Source: an optimization exercise on an open RTL-to-GDS flow (aim: small area). Production flows keep margins and buffers that such runs may drop. The RTL was checked by simulation tests, not by an equivalence proof against the original design. No activity file was given, so power comes from the tool's default toggle rates.

Design comparer, start of the top module:
module comparer#(
     parameter cache_depth = 8
)(
    input               axis_clk,
    input               axis_rstn,
    input               cache_key_valid,
    input  [63:0]       cache_key,
    output              cache_key_ready,
    input               compare_key_valid,
    input  [63:0]       compare_key,
    input               compare_opcode,   
    output              compare_key_ready,
    output reg          out_key_valid,
    output     [63:0]   out_key,
    input               out_key_ready,
    output reg                          result_valid,
    input                               result_ready,
    output reg [cache_depth-1:0]        result
    );
export LEC_CHECK = 0
export CAP_MARGIN = 20
export CORE_MARGIN = 2
export CORE_UTILIZATION = 55
export SLEW_MARGIN = 20
export SYNTH_HIERARCHICAL = 1
export SYNTH_MINIMUM_KEEP_SIZE = 0
export BUFFER_PORTS_ARGS = -buffer_cell sky130_fd_sc_hd__buf_1
export CTS_ARGS = -sink_clustering_enable -repair_clock_nets -dont_use_dummy_load -sink_clustering_size 28 -sink_clustering_max_diameter 120 -buf_list sky130_fd_sc_hd__clkbuf_16
create_clock -name core_clock -period 5.0 [get_ports {axis_clk}]
standard.sh (not shown) runs the stock make flow with config.mk's settings and CLKGATE_MAP_FILE= SYNTH_SCRIPT=/design/flow/synth_recipe.tcl, a recipe that flattens the netlist after the stock synthesis.
==> flow/flow/run.sh <==
#!/bin/bash
# Standard ORFS layout with three changes:
#  - port buffers use buf_1 instead of the default delay buffer,
#  - CTS uses larger sink clusters and no dummy loads,
# everything else (synthesis, floorplan, power grid, placement, routing) as standard.sh runs it.
set -euo pipefail
cat >> config.mk <<'EOF'
export BUFFER_PORTS_ARGS = -buffer_cell sky130_fd_sc_hd__buf_1
export CTS_ARGS = -sink_clustering_enable -repair_clock_nets -dont_use_dummy_load -sink_clustering_size 28 -sink_clustering_max_diameter 120 -buf_list sky130_fd_sc_hd__clkbuf_16
EOF
bash standard.sh finish > standard_flow.log 2>&1
The baseline finished with timing, DRC and antenna clean.
Then changed:
--- a/flow/flow/run.sh
+++ b/flow/flow/run.sh
@@ -7,5 +7,5 @@
 cat >> config.mk <<'EOF'
 export BUFFER_PORTS_ARGS = -buffer_cell sky130_fd_sc_hd__buf_1
-export CTS_ARGS = -sink_clustering_enable -repair_clock_nets -dont_use_dummy_load -sink_clustering_size 28 -sink_clustering_max_diameter 120 -buf_list sky130_fd_sc_hd__clkbuf_16
+export CTS_ARGS = -sink_clustering_enable -repair_clock_nets -dont_use_dummy_load -sink_clustering_size 30 -sink_clustering_max_diameter 80 -buf_list sky130_fd_sc_hd__clkbuf_16
 EOF
 bash standard.sh finish > standard_flow.log 2>&1
--- a/flow/config.mk
+++ b/flow/config.mk
@@ -13,3 +13,3 @@
 export SYNTH_MINIMUM_KEEP_SIZE = 0
 export BUFFER_PORTS_ARGS = -buffer_cell sky130_fd_sc_hd__buf_1
-export CTS_ARGS = -sink_clustering_enable -repair_clock_nets -dont_use_dummy_load -sink_clustering_size 28 -sink_clustering_max_diameter 120 -buf_list sky130_fd_sc_hd__clkbuf_16
+export CTS_ARGS = -sink_clustering_enable -repair_clock_nets -dont_use_dummy_load -sink_clustering_size 30 -sink_clustering_max_diameter 80 -buf_list sky130_fd_sc_hd__clkbuf_16
What happened: First-iteration DRC count went down by about 2.5%. Routed wire length went down by 0.35%. Worst setup slack degrades by 0.018 ns. Power went up by 1.0%. Worst hold slack degrades by 0.041 ns. Cell area barely changes. Clock skew went down by 0.010 ns.

Setup of zinc:
comparer again, from the RTL that the note above started with.
export LEC_CHECK = 0
export CAP_MARGIN = 20
export CORE_MARGIN = 2
export CORE_UTILIZATION = 55
export PLACE_DENSITY = 0.7
export SLEW_MARGIN = 20
export SYNTH_HIERARCHICAL = 1
export SYNTH_MINIMUM_KEEP_SIZE = 0
export BUFFER_PORTS_ARGS = -buffer_cell sky130_fd_sc_hd__buf_1
export CTS_ARGS = -sink_clustering_enable -repair_clock_nets -dont_use_dummy_load -sink_clustering_size 28 -sink_clustering_max_diameter 120 -buf_list sky130_fd_sc_hd__clkbuf_16
create_clock -name core_clock -period 5.0 [get_ports {axis_clk}]
==> flow/flow/run.sh <==
#!/bin/bash
# Standard ORFS layout with three changes:
#  - port buffers use buf_1 instead of the default delay buffer,
#  - CTS uses larger sink clusters and no dummy loads,
# everything else (synthesis, floorplan, power grid, placement, routing) as standard.sh runs it.
set -euo pipefail
cat >> config.mk <<'EOF'
export BUFFER_PORTS_ARGS = -buffer_cell sky130_fd_sc_hd__buf_1
export CTS_ARGS = -sink_clustering_enable -repair_clock_nets -dont_use_dummy_load -sink_clustering_size 28 -sink_clustering_max_diameter 120 -buf_list sky130_fd_sc_hd__clkbuf_16
EOF
bash standard.sh finish > standard_flow.log 2>&1
In summary, zinc completed successfully, with a layout that passed the timing, design-rule and antenna checks.
Here is what was changed in the inputs of violet compared with zinc.
Settings: PLACE_DENSITY changed from 0.7 to 0.8.
==> results.txt <==
- violet reached the end of the flow, and the finished layout is clean on the timing, design-rule and antenna checks.
- On number of antenna violations at the first check in global routing, the lower figure sits with zinc, not violet.
- Of violet and zinc, the run reporting the higher worst slew margin relative to its limit was violet.
- Total met3 wirelength after detailed routing grows by more than 10% when moving from zinc to violet.
- violet vs. zinc: non-clock buffer instance count of the final layout fell 7, wire length of the first global-routing pass fell about 2.5%, post-route standard cell area excluding fillers about even.
- Of the two candidates, zinc has the better post-layout total power and violet the worse one.

comparer, a different RTL version from the one above (not shown whole).
For scale: ~540 flip-flops, roughly 210 I/O pins.
Settings: LEC_CHECK=0, CAP_MARGIN=20, CORE_MARGIN=2, CORE_UTILIZATION=40, SLEW_MARGIN=20, BUFFER_PORTS_ARGS=-buffer_cell sky130_fd_sc_hd__buf_1, CTS_ARGS=-sink_clustering_enable -repair_clock_nets -dont_use_dummy_load -sink_clustering_size 30 -sink_clustering_max_diameter 80 -buf_list sky130_fd_sc_hd__clkbuf_16; clock period 5.0 ns.
==> flow/flow/run.sh <==
#!/bin/bash
# Standard ORFS layout with three changes:
#  - port buffers use buf_1 instead of the default delay buffer,
#  - CTS uses larger sink clusters and no dummy loads,
# everything else (synthesis, floorplan, power grid, placement, routing) as standard.sh runs it.
set -euo pipefail
cat >> config.mk <<'EOF'
export BUFFER_PORTS_ARGS = -buffer_cell sky130_fd_sc_hd__buf_1
export CTS_ARGS = -sink_clustering_enable -repair_clock_nets -dont_use_dummy_load -sink_clustering_size 30 -sink_clustering_max_diameter 80 -buf_list sky130_fd_sc_hd__clkbuf_16
EOF
bash standard.sh finish > standard_flow.log 2>&1
Next try:
==> flow/run.sh (new file) <==
#!/bin/bash
# synth_recipe.tcl (not shown) runs the flow's synth.tcl, then flattens the netlist and writes it again
# the make line also repeats each setting of config.mk as NAME=value (left out here)
make -C /OpenROAD-flow-scripts/flow DESIGN_CONFIG=/design/flow/config.mk WORK_HOME=/design/flow/orfs CLKGATE_MAP_FILE= SYNTH_SCRIPT=/design/flow/synth_recipe.tcl finish
- BUFFER_PORTS_ARGS: -buffer_cell sky130_fd_sc_hd__buf_1 -> unset
- CTS_ARGS: -sink_clustering_enable -repair_clock_nets -dont_use_dummy_load -sink_clustering_size 30 -sink_clustering_max_diameter 80 -buf_list sky130_fd_sc_hd__clkbuf_16 -> unset
removed: flow/flow/run.sh
removed: flow/standard.sh
After rerunning:
- The changed run produced a clean layout
- final area rose by 9.0%
- non-clock buffer count rose by 9
- first-iteration DRC count fell by 2.4%
- core utilization rose by 4.0 points

[static timing again, ports no longer ideal]
The flow's constraints put no driver on any port. The routed layouts listed below were extracted and timed again, unchanged, in two steps.
Step 1 (the two cells are an assumption about what drives the block):
set clk [get_ports {axis_clk}]
set_driving_cell -lib_cell sky130_fd_sc_hd__clkbuf_16 $clk
set_driving_cell -lib_cell sky130_fd_sc_hd__buf_2 [delete_from_list [all_inputs] $clk]
Step 2 moves the port delays by t, midway between the first and last clock arrival at a register: inputs arrive t later, outputs are due t later. That takes back most of the time a late clock gives input paths.
a / b / c = no drivers / after step 1 / after step 2; a / b = the first two.
| run | shift t [ns] | setup slack, ns | worst setup path at the end | latest minus earliest clock arrival (ns) | worst slew at a driven data input, ns |
|---|---|---|---|---|---|
| the first run of note 1 | 0.640 | 0.624 / 0.566 / 0.925 | input to register | 0.072 / 0.072 | 0.10 |
| the second run of note 1 | 0.649 | 0.605 / 0.549 / 0.867 | input to register | 0.053 / 0.053 | 0.10 |
| zinc | 0.635 | 0.667 / 0.609 / 0.792 | input to register | 0.071 / 0.070 | 0.11 |
| violet | 0.617 | 0.557 / 0.501 / 0.800 | input to register | 0.077 / 0.077 | 0.11 |
| the first run of note 3 | 0.677 | 0.681 / 0.616 / 1.107 | input to register | 0.071 / 0.071 | 0.13 |
| the second run of note 3 | 0.692 | 0.413 / 0.351 / 0.571 | input to register | 0.019 / 0.019 | 0.08 |
After both steps every run listed still meets setup and hold.
